Background: an optimization exercise with open tools, aiming at small area. Do not read the settings as production practice.
For this run, only the layout was checked, not whether the RTL still works.
Power and IR drop assume default switching activity.

## design/flow/run.sh

```bash
#!/bin/bash
# synth_recipe.tcl (not shown) runs the flow's synth.tcl, then flattens the netlist and writes it again
# the make line also repeats each setting of config.mk as NAME=value (left out here)
make -C /OpenROAD-flow-scripts/flow DESIGN_CONFIG=/design/flow/config.mk WORK_HOME=/design/flow/orfs CLKGATE_MAP_FILE= SYNTH_SCRIPT=/design/flow/synth_recipe.tcl finish
```

## design/flow/config.mk

```make
export PLATFORM = sky130hd
export DESIGN_NAME = design_5
export DESIGN_NICKNAME = design_5
export VERILOG_FILES = /design/flow/design.v
export SDC_FILE = /design/flow/constraint.sdc
export NUM_CORES = 4
export LEC_CHECK = 0
export ABC_AREA = 1
export CAP_MARGIN = 20
export CORE_MARGIN = 2
export CORE_UTILIZATION = 40
export SLEW_MARGIN = 20
```

## design/flow/constraint.sdc

```tcl
create_clock -name core_clock -period 8.0 [get_ports {CLK}]
set_input_delay 1.6000 -clock core_clock [delete_from_list [all_inputs] [get_ports {CLK}]]
set_output_delay 1.6000 -clock core_clock [all_outputs]
set_load 0.01 [all_outputs]
```

## design/flow/design.v

```verilog
module design_5 #(parameter width = 8, parameter cwidth = 4)(
  input [width-1:0] OPA, OPB,
  input CLK, RST, CE, MODE, CIN,
  input [1:0] INP_VALID,
  input [cwidth-1:0] CMD,
  output [2*width:0] RES,
  output OFLOW,
  output COUT,
  output G,
  output L,
  output E,
  output ERR
);
  wire [7:0] A = OPA;
  wire [7:0] B = OPB;
  wire v11 = INP_VALID == 2'b11;
  wire v01 = INP_VALID == 2'b01;
  wire v10 = INP_VALID == 2'b10;
  wire op_add  =  MODE & v11 & (CMD == 4'b0000);
  wire op_sub  =  MODE & v11 & (CMD == 4'b0001);
  wire op_addc =  MODE & v11 & (CMD == 4'b0010);
  wire op_subc =  MODE & v11 & (CMD == 4'b0011);
  wire op_cmp  =  MODE & v11 & (CMD == 4'b1000);
  wire op_imul =  MODE & v11 & (CMD == 4'b1001);
  wire op_smul =  MODE & v11 & (CMD == 4'b1010);
  wire op_sadd =  MODE & v11 & (CMD == 4'b1011);
  wire op_ssub =  MODE & v11 & (CMD == 4'b1100);
  wire op_inca =  MODE & v01 & (CMD == 4'b0100);
  wire op_deca =  MODE & v01 & (CMD == 4'b0101);
  wire op_incb =  MODE & v10 & (CMD == 4'b0110);
  wire op_decb =  MODE & v10 & (CMD == 4'b0111);
  wire op_and  = ~MODE & v11 & (CMD == 4'b0000);
  wire op_nand = ~MODE & v11 & (CMD == 4'b0001);
  wire op_or   = ~MODE & v11 & (CMD == 4'b0010);
  wire op_nor  = ~MODE & v11 & (CMD == 4'b0011);
  wire op_xor  = ~MODE & v11 & (CMD == 4'b0100);
  wire op_xnor = ~MODE & v11 & (CMD == 4'b0101);
  wire op_rol  = ~MODE & v11 & (CMD == 4'b1100);
  wire op_ror  = ~MODE & v11 & (CMD == 4'b1101);
  wire op_nota = ~MODE & v01 & (CMD == 4'b0110);
  wire op_shra = ~MODE & v01 & (CMD == 4'b1000);
  wire op_shla = ~MODE & v01 & (CMD == 4'b1001);
  wire op_notb = ~MODE & v10 & (CMD == 4'b0111);
  wire op_shrb = ~MODE & v10 & (CMD == 4'b1010);
  wire op_shlb = ~MODE & v10 & (CMD == 4'b1011);
  wire sgn   = op_sadd | op_ssub;
  wire use_a = op_add | op_sub | op_addc | op_subc | op_sadd | op_ssub | op_inca | op_deca | op_imul;
  wire use_b = op_add | op_sub | op_addc | op_subc | op_sadd | op_ssub | op_incb | op_decb | op_imul;
  wire inv_b = op_sub | op_subc | op_ssub | op_deca;
  wire mul   = op_imul | op_smul;
  wire cin   = (op_addc & CIN) | op_sub | (op_subc & ~CIN) | op_ssub | op_inca | op_incb | op_imul;
  wire [8:0] U = ({sgn & A[7], A} & {9{use_a}}) | {9{op_decb}};
  wire [8:0] V = ({sgn & B[7], B} & {9{use_b}}) ^ {9{inv_b}};
  wire [7:0] X = A & {8{mul}};
  wire [16:0] R;
  wire pp0_0 = X[0] & B[0];
  wire pp0_1 = X[0] & B[1];
  wire pp0_2 = X[0] & B[2];
  wire pp0_3 = X[0] & B[3];
  wire pp0_4 = X[0] & B[4];
  wire pp0_5 = X[0] & B[5];
  wire pp0_6 = X[0] & B[6];
  wire pp0_7 = X[0] & B[7];
  wire pp1_0 = X[1] & B[0];
  wire pp1_1 = X[1] & B[1];
  wire pp1_2 = X[1] & B[2];
  wire pp1_3 = X[1] & B[3];
  wire pp1_4 = X[1] & B[4];
  wire pp1_5 = X[1] & B[5];
  wire pp1_6 = X[1] & B[6];
  wire pp1_7 = X[1] & B[7];
  wire pp2_0 = X[2] & B[0];
  wire pp2_1 = X[2] & B[1];
  wire pp2_2 = X[2] & B[2];
  wire pp2_3 = X[2] & B[3];
  wire pp2_4 = X[2] & B[4];
  wire pp2_5 = X[2] & B[5];
  wire pp2_6 = X[2] & B[6];
  wire pp2_7 = X[2] & B[7];
  wire pp3_0 = X[3] & B[0];
  wire pp3_1 = X[3] & B[1];
  wire pp3_2 = X[3] & B[2];
  wire pp3_3 = X[3] & B[3];
  wire pp3_4 = X[3] & B[4];
  wire pp3_5 = X[3] & B[5];
  wire pp3_6 = X[3] & B[6];
  wire pp3_7 = X[3] & B[7];
  wire pp4_0 = X[4] & B[0];
  wire pp4_1 = X[4] & B[1];
  wire pp4_2 = X[4] & B[2];
  wire pp4_3 = X[4] & B[3];
  wire pp4_4 = X[4] & B[4];
  wire pp4_5 = X[4] & B[5];
  wire pp4_6 = X[4] & B[6];
  wire pp4_7 = X[4] & B[7];
  wire pp5_0 = X[5] & B[0];
  wire pp5_1 = X[5] & B[1];
  wire pp5_2 = X[5] & B[2];
  wire pp5_3 = X[5] & B[3];
  wire pp5_4 = X[5] & B[4];
  wire pp5_5 = X[5] & B[5];
  wire pp5_6 = X[5] & B[6];
  wire pp5_7 = X[5] & B[7];
  wire pp6_0 = X[6] & B[0];
  wire pp6_1 = X[6] & B[1];
  wire pp6_2 = X[6] & B[2];
  wire pp6_3 = X[6] & B[3];
  wire pp6_4 = X[6] & B[4];
  wire pp6_5 = X[6] & B[5];
  wire pp6_6 = X[6] & B[6];
  wire pp6_7 = X[6] & B[7];
  wire pp7_0 = X[7] & B[0];
  wire pp7_1 = X[7] & B[1];
  wire pp7_2 = X[7] & B[2];
  wire pp7_3 = X[7] & B[3];
  wire pp7_4 = X[7] & B[4];
  wire pp7_5 = X[7] & B[5];
  wire pp7_6 = X[7] & B[6];
  wire pp7_7 = X[7] & B[7];
  wire hs0, hc0;
  assign hs0 = pp0_7 ^ pp1_6;
  assign hc0 = pp0_7 & pp1_6;
  wire hs1, hc1;
  assign hs1 = pp1_7 ^ pp2_6;
  assign hc1 = pp1_7 & pp2_6;
  wire hs2, hc2;
  assign hs2 = pp0_4 ^ pp1_3;
  assign hc2 = pp0_4 & pp1_3;
  wire fs3, fc3;
  assign fs3 = pp0_5 ^ pp1_4 ^ pp2_3;
  assign fc3 = (pp0_5 & pp1_4) | (pp2_3 & (pp0_5 ^ pp1_4));
  wire hs4, hc4;
  assign hs4 = pp3_2 ^ pp4_1;
  assign hc4 = pp3_2 & pp4_1;
  wire fs5, fc5;
  assign fs5 = pp0_6 ^ pp1_5 ^ pp2_4;
  assign fc5 = (pp0_6 & pp1_5) | (pp2_4 & (pp0_6 ^ pp1_5));
  wire fs6, fc6;
  assign fs6 = pp3_3 ^ pp4_2 ^ pp5_1;
  assign fc6 = (pp3_3 & pp4_2) | (pp5_1 & (pp3_3 ^ pp4_2));
  wire hs7, hc7;
  assign hs7 = pp6_0 ^ U[6];
  assign hc7 = pp6_0 & U[6];
  wire fs8, fc8;
  assign fs8 = hs0 ^ pp2_5 ^ pp3_4;
  assign fc8 = (hs0 & pp2_5) | (pp3_4 & (hs0 ^ pp2_5));
  wire fs9, fc9;
  assign fs9 = pp4_3 ^ pp5_2 ^ pp6_1;
  assign fc9 = (pp4_3 & pp5_2) | (pp6_1 & (pp4_3 ^ pp5_2));
  wire fs10, fc10;
  assign fs10 = pp7_0 ^ U[7] ^ V[7];
  assign fc10 = (pp7_0 & U[7]) | (V[7] & (pp7_0 ^ U[7]));
  wire fs11, fc11;
  assign fs11 = hs1 ^ pp3_5 ^ pp4_4;
  assign fc11 = (hs1 & pp3_5) | (pp4_4 & (hs1 ^ pp3_5));
  wire fs12, fc12;
  assign fs12 = pp5_3 ^ pp6_2 ^ pp7_1;
  assign fc12 = (pp5_3 & pp6_2) | (pp7_1 & (pp5_3 ^ pp6_2));
  wire fs13, fc13;
  assign fs13 = U[8] ^ V[8] ^ hc0;
  assign fc13 = (U[8] & V[8]) | (hc0 & (U[8] ^ V[8]));
  wire fs14, fc14;
  assign fs14 = pp2_7 ^ pp3_6 ^ pp4_5;
  assign fc14 = (pp2_7 & pp3_6) | (pp4_5 & (pp2_7 ^ pp3_6));
  wire fs15, fc15;
  assign fs15 = pp5_4 ^ pp6_3 ^ pp7_2;
  assign fc15 = (pp5_4 & pp6_3) | (pp7_2 & (pp5_4 ^ pp6_3));
  wire hs16, hc16;
  assign hs16 = pp3_7 ^ pp4_6;
  assign hc16 = pp3_7 & pp4_6;
  wire hs17, hc17;
  assign hs17 = pp0_2 ^ pp1_1;
  assign hc17 = pp0_2 & pp1_1;
  wire fs18, fc18;
  assign fs18 = pp0_3 ^ pp1_2 ^ pp2_1;
  assign fc18 = (pp0_3 & pp1_2) | (pp2_1 & (pp0_3 ^ pp1_2));
  wire hs19, hc19;
  assign hs19 = pp3_0 ^ U[3];
  assign hc19 = pp3_0 & U[3];
  wire fs20, fc20;
  assign fs20 = hs2 ^ pp2_2 ^ pp3_1;
  assign fc20 = (hs2 & pp2_2) | (pp3_1 & (hs2 ^ pp2_2));
  wire fs21, fc21;
  assign fs21 = pp4_0 ^ U[4] ^ V[4];
  assign fc21 = (pp4_0 & U[4]) | (V[4] & (pp4_0 ^ U[4]));
  wire fs22, fc22;
  assign fs22 = fs3 ^ hs4 ^ pp5_0;
  assign fc22 = (fs3 & hs4) | (pp5_0 & (fs3 ^ hs4));
  wire fs23, fc23;
  assign fs23 = U[5] ^ V[5] ^ hc2;
  assign fc23 = (U[5] & V[5]) | (hc2 & (U[5] ^ V[5]));
  wire fs24, fc24;
  assign fs24 = fs5 ^ fs6 ^ hs7;
  assign fc24 = (fs5 & fs6) | (hs7 & (fs5 ^ fs6));
  wire fs25, fc25;
  assign fs25 = V[6] ^ fc3 ^ hc4;
  assign fc25 = (V[6] & fc3) | (hc4 & (V[6] ^ fc3));
  wire fs26, fc26;
  assign fs26 = fs8 ^ fs9 ^ fs10;
  assign fc26 = (fs8 & fs9) | (fs10 & (fs8 ^ fs9));
  wire fs27, fc27;
  assign fs27 = fc5 ^ fc6 ^ hc7;
  assign fc27 = (fc5 & fc6) | (hc7 & (fc5 ^ fc6));
  wire fs28, fc28;
  assign fs28 = fs11 ^ fs12 ^ fs13;
  assign fc28 = (fs11 & fs12) | (fs13 & (fs11 ^ fs12));
  wire fs29, fc29;
  assign fs29 = fc8 ^ fc9 ^ fc10;
  assign fc29 = (fc8 & fc9) | (fc10 & (fc8 ^ fc9));
  wire fs30, fc30;
  assign fs30 = fs14 ^ fs15 ^ hc1;
  assign fc30 = (fs14 & fs15) | (hc1 & (fs14 ^ fs15));
  wire fs31, fc31;
  assign fs31 = fc11 ^ fc12 ^ fc13;
  assign fc31 = (fc11 & fc12) | (fc13 & (fc11 ^ fc12));
  wire fs32, fc32;
  assign fs32 = hs16 ^ pp5_5 ^ pp6_4;
  assign fc32 = (hs16 & pp5_5) | (pp6_4 & (hs16 ^ pp5_5));
  wire fs33, fc33;
  assign fs33 = pp7_3 ^ fc14 ^ fc15;
  assign fc33 = (pp7_3 & fc14) | (fc15 & (pp7_3 ^ fc14));
  wire fs34, fc34;
  assign fs34 = pp4_7 ^ pp5_6 ^ pp6_5;
  assign fc34 = (pp4_7 & pp5_6) | (pp6_5 & (pp4_7 ^ pp5_6));
  wire hs35, hc35;
  assign hs35 = pp7_4 ^ hc16;
  assign hc35 = pp7_4 & hc16;
  wire hs36, hc36;
  assign hs36 = pp5_7 ^ pp6_6;
  assign hc36 = pp5_7 & pp6_6;
  wire hs37, hc37;
  assign hs37 = pp0_0 ^ U[0];
  assign hc37 = pp0_0 & U[0];
  wire fs38, fc38;
  assign fs38 = pp0_1 ^ pp1_0 ^ U[1];
  assign fc38 = (pp0_1 & pp1_0) | (U[1] & (pp0_1 ^ pp1_0));
  wire fs39, fc39;
  assign fs39 = hs17 ^ pp2_0 ^ U[2];
  assign fc39 = (hs17 & pp2_0) | (U[2] & (hs17 ^ pp2_0));
  wire fs40, fc40;
  assign fs40 = fs18 ^ hs19 ^ V[3];
  assign fc40 = (fs18 & hs19) | (V[3] & (fs18 ^ hs19));
  wire fs41, fc41;
  assign fs41 = fs20 ^ fs21 ^ fc18;
  assign fc41 = (fs20 & fs21) | (fc18 & (fs20 ^ fs21));
  wire fs42, fc42;
  assign fs42 = fs22 ^ fs23 ^ fc20;
  assign fc42 = (fs22 & fs23) | (fc20 & (fs22 ^ fs23));
  wire fs43, fc43;
  assign fs43 = fs24 ^ fs25 ^ fc22;
  assign fc43 = (fs24 & fs25) | (fc22 & (fs24 ^ fs25));
  wire fs44, fc44;
  assign fs44 = fs26 ^ fs27 ^ fc24;
  assign fc44 = (fs26 & fs27) | (fc24 & (fs26 ^ fs27));
  wire fs45, fc45;
  assign fs45 = fs28 ^ fs29 ^ fc26;
  assign fc45 = (fs28 & fs29) | (fc26 & (fs28 ^ fs29));
  wire fs46, fc46;
  assign fs46 = fs30 ^ fs31 ^ fc28;
  assign fc46 = (fs30 & fs31) | (fc28 & (fs30 ^ fs31));
  wire fs47, fc47;
  assign fs47 = fs32 ^ fs33 ^ fc30;
  assign fc47 = (fs32 & fs33) | (fc30 & (fs32 ^ fs33));
  wire fs48, fc48;
  assign fs48 = fs34 ^ hs35 ^ fc32;
  assign fc48 = (fs34 & hs35) | (fc32 & (fs34 ^ hs35));
  wire fs49, fc49;
  assign fs49 = hs36 ^ pp7_5 ^ fc34;
  assign fc49 = (hs36 & pp7_5) | (fc34 & (hs36 ^ pp7_5));
  wire hs50, hc50;
  assign hs50 = pp6_7 ^ pp7_6;
  assign hc50 = pp6_7 & pp7_6;
  wire hs51, hc51;
  assign hs51 = hs37 ^ V[0];
  assign hc51 = hs37 & V[0];
  wire fs52, fc52;
  assign fs52 = fs38 ^ V[1] ^ hc37;
  assign fc52 = (fs38 & V[1]) | (hc37 & (fs38 ^ V[1]));
  wire fs53, fc53;
  assign fs53 = fs39 ^ V[2] ^ fc38;
  assign fc53 = (fs39 & V[2]) | (fc38 & (fs39 ^ V[2]));
  wire fs54, fc54;
  assign fs54 = fs40 ^ hc17 ^ fc39;
  assign fc54 = (fs40 & hc17) | (fc39 & (fs40 ^ hc17));
  wire fs55, fc55;
  assign fs55 = fs41 ^ hc19 ^ fc40;
  assign fc55 = (fs41 & hc19) | (fc40 & (fs41 ^ hc19));
  wire fs56, fc56;
  assign fs56 = fs42 ^ fc21 ^ fc41;
  assign fc56 = (fs42 & fc21) | (fc41 & (fs42 ^ fc21));
  wire fs57, fc57;
  assign fs57 = fs43 ^ fc23 ^ fc42;
  assign fc57 = (fs43 & fc23) | (fc42 & (fs43 ^ fc23));
  wire fs58, fc58;
  assign fs58 = fs44 ^ fc25 ^ fc43;
  assign fc58 = (fs44 & fc25) | (fc43 & (fs44 ^ fc25));
  wire fs59, fc59;
  assign fs59 = fs45 ^ fc27 ^ fc44;
  assign fc59 = (fs45 & fc27) | (fc44 & (fs45 ^ fc27));
  wire fs60, fc60;
  assign fs60 = fs46 ^ fc29 ^ fc45;
  assign fc60 = (fs46 & fc29) | (fc45 & (fs46 ^ fc29));
  wire fs61, fc61;
  assign fs61 = fs47 ^ fc31 ^ fc46;
  assign fc61 = (fs47 & fc31) | (fc46 & (fs47 ^ fc31));
  wire fs62, fc62;
  assign fs62 = fs48 ^ fc33 ^ fc47;
  assign fc62 = (fs48 & fc33) | (fc47 & (fs48 ^ fc33));
  wire fs63, fc63;
  assign fs63 = fs49 ^ hc35 ^ fc48;
  assign fc63 = (fs49 & hc35) | (fc48 & (fs49 ^ hc35));
  wire fs64, fc64;
  assign fs64 = hs50 ^ hc36 ^ fc49;
  assign fc64 = (hs50 & hc36) | (fc49 & (hs50 ^ hc36));
  wire hs65, hc65;
  assign hs65 = pp7_7 ^ hc50;
  assign hc65 = pp7_7 & hc50;
  wire hs66, hc66;
  assign hs66 = hs51 ^ cin;
  assign hc66 = hs51 & cin;
  assign R[0] = hs66;
  wire fs67, fc67;
  assign fs67 = fs52 ^ hc51 ^ hc66;
  assign fc67 = (fs52 & hc51) | (hc66 & (fs52 ^ hc51));
  assign R[1] = fs67;
  wire fs68, fc68;
  assign fs68 = fs53 ^ fc52 ^ fc67;
  assign fc68 = (fs53 & fc52) | (fc67 & (fs53 ^ fc52));
  assign R[2] = fs68;
  wire fs69, fc69;
  assign fs69 = fs54 ^ fc53 ^ fc68;
  assign fc69 = (fs54 & fc53) | (fc68 & (fs54 ^ fc53));
  assign R[3] = fs69;
  wire fs70, fc70;
  assign fs70 = fs55 ^ fc54 ^ fc69;
  assign fc70 = (fs55 & fc54) | (fc69 & (fs55 ^ fc54));
  assign R[4] = fs70;
  wire fs71, fc71;
  assign fs71 = fs56 ^ fc55 ^ fc70;
  assign fc71 = (fs56 & fc55) | (fc70 & (fs56 ^ fc55));
  assign R[5] = fs71;
  wire fs72, fc72;
  assign fs72 = fs57 ^ fc56 ^ fc71;
  assign fc72 = (fs57 & fc56) | (fc71 & (fs57 ^ fc56));
  assign R[6] = fs72;
  wire fs73, fc73;
  assign fs73 = fs58 ^ fc57 ^ fc72;
  assign fc73 = (fs58 & fc57) | (fc72 & (fs58 ^ fc57));
  assign R[7] = fs73;
  wire fs74, fc74;
  assign fs74 = fs59 ^ fc58 ^ fc73;
  assign fc74 = (fs59 & fc58) | (fc73 & (fs59 ^ fc58));
  assign R[8] = fs74;
  wire fs75, fc75;
  assign fs75 = fs60 ^ fc59 ^ fc74;
  assign fc75 = (fs60 & fc59) | (fc74 & (fs60 ^ fc59));
  assign R[9] = fs75;
  wire fs76, fc76;
  assign fs76 = fs61 ^ fc60 ^ fc75;
  assign fc76 = (fs61 & fc60) | (fc75 & (fs61 ^ fc60));
  assign R[10] = fs76;
  wire fs77, fc77;
  assign fs77 = fs62 ^ fc61 ^ fc76;
  assign fc77 = (fs62 & fc61) | (fc76 & (fs62 ^ fc61));
  assign R[11] = fs77;
  wire fs78, fc78;
  assign fs78 = fs63 ^ fc62 ^ fc77;
  assign fc78 = (fs63 & fc62) | (fc77 & (fs63 ^ fc62));
  assign R[12] = fs78;
  wire fs79, fc79;
  assign fs79 = fs64 ^ fc63 ^ fc78;
  assign fc79 = (fs64 & fc63) | (fc78 & (fs64 ^ fc63));
  assign R[13] = fs79;
  wire fs80, fc80;
  assign fs80 = hs65 ^ fc64 ^ fc79;
  assign fc80 = (hs65 & fc64) | (fc79 & (hs65 ^ fc64));
  assign R[14] = fs80;
  wire hs81, hc81;
  assign hs81 = hc65 ^ fc80;
  assign hc81 = hc65 & fc80;
  assign R[15] = hs81;
  assign R[16] = hc81;
  wire [7:0] ca = {A[7] ^ sgn, A[6:0]};
  wire [7:0] cb = {B[7] ^ sgn, B[6:0]};
  wire lt = ca < cb;
  wire eq = A == B;
  reg [3:0] tt;
  always @* begin
    tt = 4'b0000;
    if (op_and)  tt = 4'b1000;
    if (op_nand) tt = 4'b0111;
    if (op_or)   tt = 4'b1110;
    if (op_nor)  tt = 4'b0001;
    if (op_xor)  tt = 4'b0110;
    if (op_xnor) tt = 4'b1001;
    if (op_nota) tt = 4'b0011;
    if (op_notb) tt = 4'b0101;
  end
  reg [7:0] f2;
  integer i;
  always @* for (i = 0; i < 8; i = i + 1) f2[i] = tt[{A[i], B[i]}];
  wire [15:0] rl = {A, A} << B[2:0];
  wire [15:0] rr = {A, A} >> B[2:0];
  wire [7:0] lres = f2
    | ({8{op_shra}} & {1'b0, A[7:1]}) | ({8{op_shla}} & {A[6:0], 1'b0})
    | ({8{op_shrb}} & {1'b0, B[7:1]}) | ({8{op_shlb}} & {B[6:0], 1'b0})
    | ({8{op_rol}} & rl[15:8]) | ({8{op_ror}} & rr[7:0]);
  wire arith9 = op_add | op_sub | op_addc | op_subc | op_sadd | op_ssub | op_inca | op_deca | op_incb | op_decb;
  wire sx     = op_sub | op_subc | op_sadd | op_ssub | op_deca | op_decb;
  wire cf     = op_add | op_addc | op_sadd | op_ssub;
  wire [8:0] val = arith9 ? R[8:0] : {1'b0, lres};
  wire f_of = ((op_sub | op_subc) & lt)
            | (op_sadd & (A[7] == B[7]) & (R[7] != A[7]))
            | (op_ssub & (A[7] != B[7]) & (R[7] != A[7]));
  wire cmpop = op_cmp | sgn;
  wire f_e = cmpop & eq;
  wire f_l = cmpop & lt;
  wire f_g = cmpop & ~lt & ~eq;
  wire f_err = (op_rol | op_ror) & (|B[7:3]);
  wire [17:0] enc = mul ? {1'b1, op_imul ? R[16:0] : {R[15:0], 1'b0}}
                        : {1'b0, cf, 1'b0, f_err, f_e, f_l, f_g, f_of, sx, val};
  reg [17:0] s1, s2;
  always @(posedge CLK or posedge RST) begin
    if (RST) begin
      s1 <= 18'b0;
      s2 <= 18'b0;
    end else if (CE) begin
      s1 <= enc;
      s2 <= s1;
    end
  end
  wire m = s2[17];
  wire sext = s2[8] & s2[9];
  assign RES   = {m ? s2[16:9] : {8{sext}}, s2[8:0]};
  assign COUT  = s2[16] & (m | s2[8]);
  assign OFLOW = ~m & s2[10];
  assign G     = ~m & s2[11];
  assign L     = ~m & s2[12];
  assign E     = ~m & s2[13];
  assign ERR   = ~m & s2[14];
endmodule
```

==> run summary <==
-- sequential cells by signal (all words and copies together), names as in the netlist --
name  flops
s2       18
s1       18
-- what timing repair did --
action	CTS	global route
buffers inserted	10	7
gates cloned	0	0
setup endpoints to repair	6	5
pin swaps	41	18
resized for setup	75	33
-- how the worst max path moves through the flow --
stage	from	end	slack, ns	cells past startpoint
after floorplan	CMD[2]	s1[16]$_DFFE_PP0P_	-0.57	39
after global placement	CMD[0]	s1[16]$_DFFE_PP0P_	-1.15	42
after detailed placement	CMD[1]	s1[16]$_DFFE_PP0P_	-1.29	41
after CTS	CMD[0]	s1[16]$_DFFE_PP0P_	-0.52	42
after global routing	INP_VALID[1]	s1[16]$_DFFE_PP0P_	-0.69	41
final	INP_VALID[1]	s1[16]$_DFFE_PP0P_	-0.42	41
-- cell usage in the layout, fill, tap and decap left out, types with 14 or more instances in the layout --
| cell type | n |
|---|---|
| ha_1 | 24 |
| clkdlybuf4s50_1 | 42 |
| nand3_1 | 84 |
| fa_1 | 52 |
| nor2_1 | 98 |
| o21ai_0 | 45 |
| a21oi_1 | 22 |
| buf_4 | 140 |
| fa_2 | 14 |
| inv_1 | 110 |
| nand2_1 | 233 |
| inv_2 | 21 |
| dfrtp_1 | 36 |
| nand2_4 | 14 |
-- per-stage QoR --
step / power (mW) / worst slack (ns) / instance area, µm²
after floorplan: 0.350 / -0.569 / 6080
after global placement: 0.460 / -1.15 / 7570
after detailed placement: 0.461 / -1.29 / 7570
after CTS: 0.655 / -0.515 / 7910
after global routing: 0.703 / -0.694 / 8050
final: 0.660 / -0.422 / 8050
-- routing by layer --
metal	global-route usage, %	vias to the layer above	part of all wire (%)
met5	0	-	0
met4	7.89	0	2.8
met3	4.55	46	7.2
met2	44.7	283	47
met1	35.1	2967	43
li1	-	3117	-
-- power by group --
part	internal [mW]	switching (mW)	total (mW)
logic	0.114	0.150	0.264
registers	0.200	0.00866	0.209
clock network	0.115	0.0728	0.187
-- cell families (layout without fill, tap and decap cells) --
family,Yosys count,after routing,share of synthesized area (%)
xor+xnor,10,10,1.47
compound gates,97,97,9.09
buf+inv,179,344,12.3
simple gates,482,482,34.7
fa+ha+maj,91,91,27.4
flops,36,36,15.1
-- final cells by class --
class | instances | area share (%)
clock inverter | 3 | 0.233
timing repair buffer | 195 | 20.1
clock buffer | 5 | 1.55
sequential | 36 | 11.2
inverter | 141 | 6.89
tap | 184 | 2.86
multi-input combinational | 680 | 57.2
-- critical path: cells and delay by family --
kind                     cells  cell delay [ns]
buffers and inverters       15             1.01
AO/OA/AOI/OAI                4             0.42
AND/OR/NAND/NOR              4             0.66
adder cells (fa/ha/maj)     18             4.91
==> impl_metrics.env <==
export IMPL_status="complete, but fails checks"
export IMPL_so_faults="negative setup slack"
export IMPL_fmax_ghz=0.119
export IMPL_cts_root_buf="clkbuf_16"
export IMPL_hold_path_depth=2
export IMPL_synth_fp_nets=1013
export IMPL_grt_pass1_vias=6565
export IMPL_grt_pass1_wl_um=33600
export IMPL_start_util_pct=41.1
export IMPL_dp_hpwl_um=16700
export IMPL_worstMarginPinSlew_ns=0.774
export IMPL_r2r_start="s2[17]$_DFFE_PP0P_"
export IMPL_synth_top_area_share_pct=22.1
export IMPL_syn_area_um2=5970
export IMPL_path_max_fanout=6
export IMPL_syn_instance_count=895
export IMPL_crit_slowest_cell="fa_2"
export IMPL_hold_start="s2[5]$_DFFE_PP0P_"
export IMPL_fp_dieH_um=126
export IMPL_rows=44
export IMPL_vias=6413
export IMPL_yosysUniqueCellTypes=40
export IMPL_grt_max_degree=48
export IMPL_synth_most_common_cell="nand2_1"
export IMPL_synth_top_cell_by_area="fa_1"
export IMPL_vias_per_cell=5.16
export IMPL_crit_type="in -> reg"
export IMPL_ios=50
export IMPL_path_clk_slew_ns=0.06
export IMPL_postLayoutCoreUtil_pct=55.4
export IMPL_fill_cells=1432
export IMPL_synthTopCellsByArea="fa_1, nand2_1, dfrtp_1, inv_1, nor2_1"
export IMPL_wl_um=20500
export IMPL_rsz0062_at_grt="true"
export IMPL_max_vdd_ir_drop_mv=0.0727
export IMPL_p_leak_nw=4.01
export IMPL_syn_area_per_cell_um2=6.67
export IMPL_slew_headroom_pct=48.1
export IMPL_crit_arrival_ns=8.61
export IMPL_yosysWarnings=1
export IMPL_cp_end_kind="flip-flop"
export IMPL_io_buffers=49
export IMPL_timing_final_ws_setup_ns=-0.422
export IMPL_period_share_pct=105
export IMPL_rr_worst_depth=2
export IMPL_placed_cells=1222
export IMPL_gp_congestion=0.929
export IMPL_finalSetupViolations=4
export IMPL_wl_per_cell_um=16.4
export IMPL_synthArstFlopShare_pct=100
export IMPL_drc=0
export IMPL_timing_hold_ws_ns=0.469
export IMPL_grt_use_total_pct=26.5
export IMPL_ctsLongestPathBuffers=2
export IMPL_die_area_um2=15900
export IMPL_yosys_register_bits=36
export IMPL_max_cap_viol_count=0
export IMPL_die_w_um=126
export IMPL_core_region_area_um2=14500
export IMPL_clock_skew_ns=0.00223
export IMPL_synth_ff_type="dfrtp_1"
export IMPL_fin_crit_ns=8.42
export IMPL_fin_nets=1177
export IMPL_drtAntennaViolNets=0
export IMPL_cts_tree="done"
export IMPL_grt_overflow=0
export IMPL_synth_common_cells="nand2_1, inv_1, nor2_1"
export IMPL_synth_edf_count=0
export IMPL_layout_drive_gt1_share_pct=24.5
export IMPL_syn_to_final_growth_pct=34.8
export IMPL_num_antenna_cells=0
export IMPL_cp_required_ns=8.19
export IMPL_ys_seq_area_share_pct=15.1
export IMPL_finalHoldViolations=0
export IMPL_numCtsBuffers=5
export IMPL_min_path_type="reg -> reg"
export IMPL_stdcell_count=1244
export IMPL_multiInputGateArea_um2=4600
export IMPL_hold_path_endpoint="s2[5]$_DFFE_PP0P_"
export IMPL_insertion_delay_ns=0.27
export IMPL_cts_sinks=36
export IMPL_drtIter0Drc=475
export IMPL_critPathMaxStageDelay_ns=0.37
export IMPL_antenna_found_initial=0
export IMPL_setup_tns_ns=-1.01
export IMPL_cts_hold_buffers=0
export IMPL_htree_levels=2
export IMPL_pwr_density_cell_nw_per_um2=82.1
export IMPL_worstReg2RegEnd="s2[17]$_DFFE_PP0P_"
export IMPL_regArea_um2=901
export IMPL_reg2reg_setup_slack_ns=7.11
export IMPL_report_final_slew_viol_count=0
export IMPL_critPathMostFrequentCell="fa_2"
export IMPL_startpoint_type="input port"
export IMPL_first_pass_iters=5

## re-timing with driven ports
No port has a modelled driver above. Below, the same layout with a new extraction and two added sets of constraints. Step 1, drivers: a clkbuf_16 drives CLK and a buf_2 each remaining input, both assumed. Step 2, shift: input delay + t, output delay - t, t = (earliest + latest rising clock arrival at the registers) / 2. This alone moves slack from input paths to output paths. Slacks: no drivers / after step 1 / after step 2; pairs: no drivers / after step 1.
t (ns): 0.304
setup WS [ns]: -0.422 / -0.434 / -0.738
worst data-port slew with drivers (ns): 0.05
For this run, drivers alone change the setup slack by -0.012 ns; drivers and shift together by -0.316 ns.
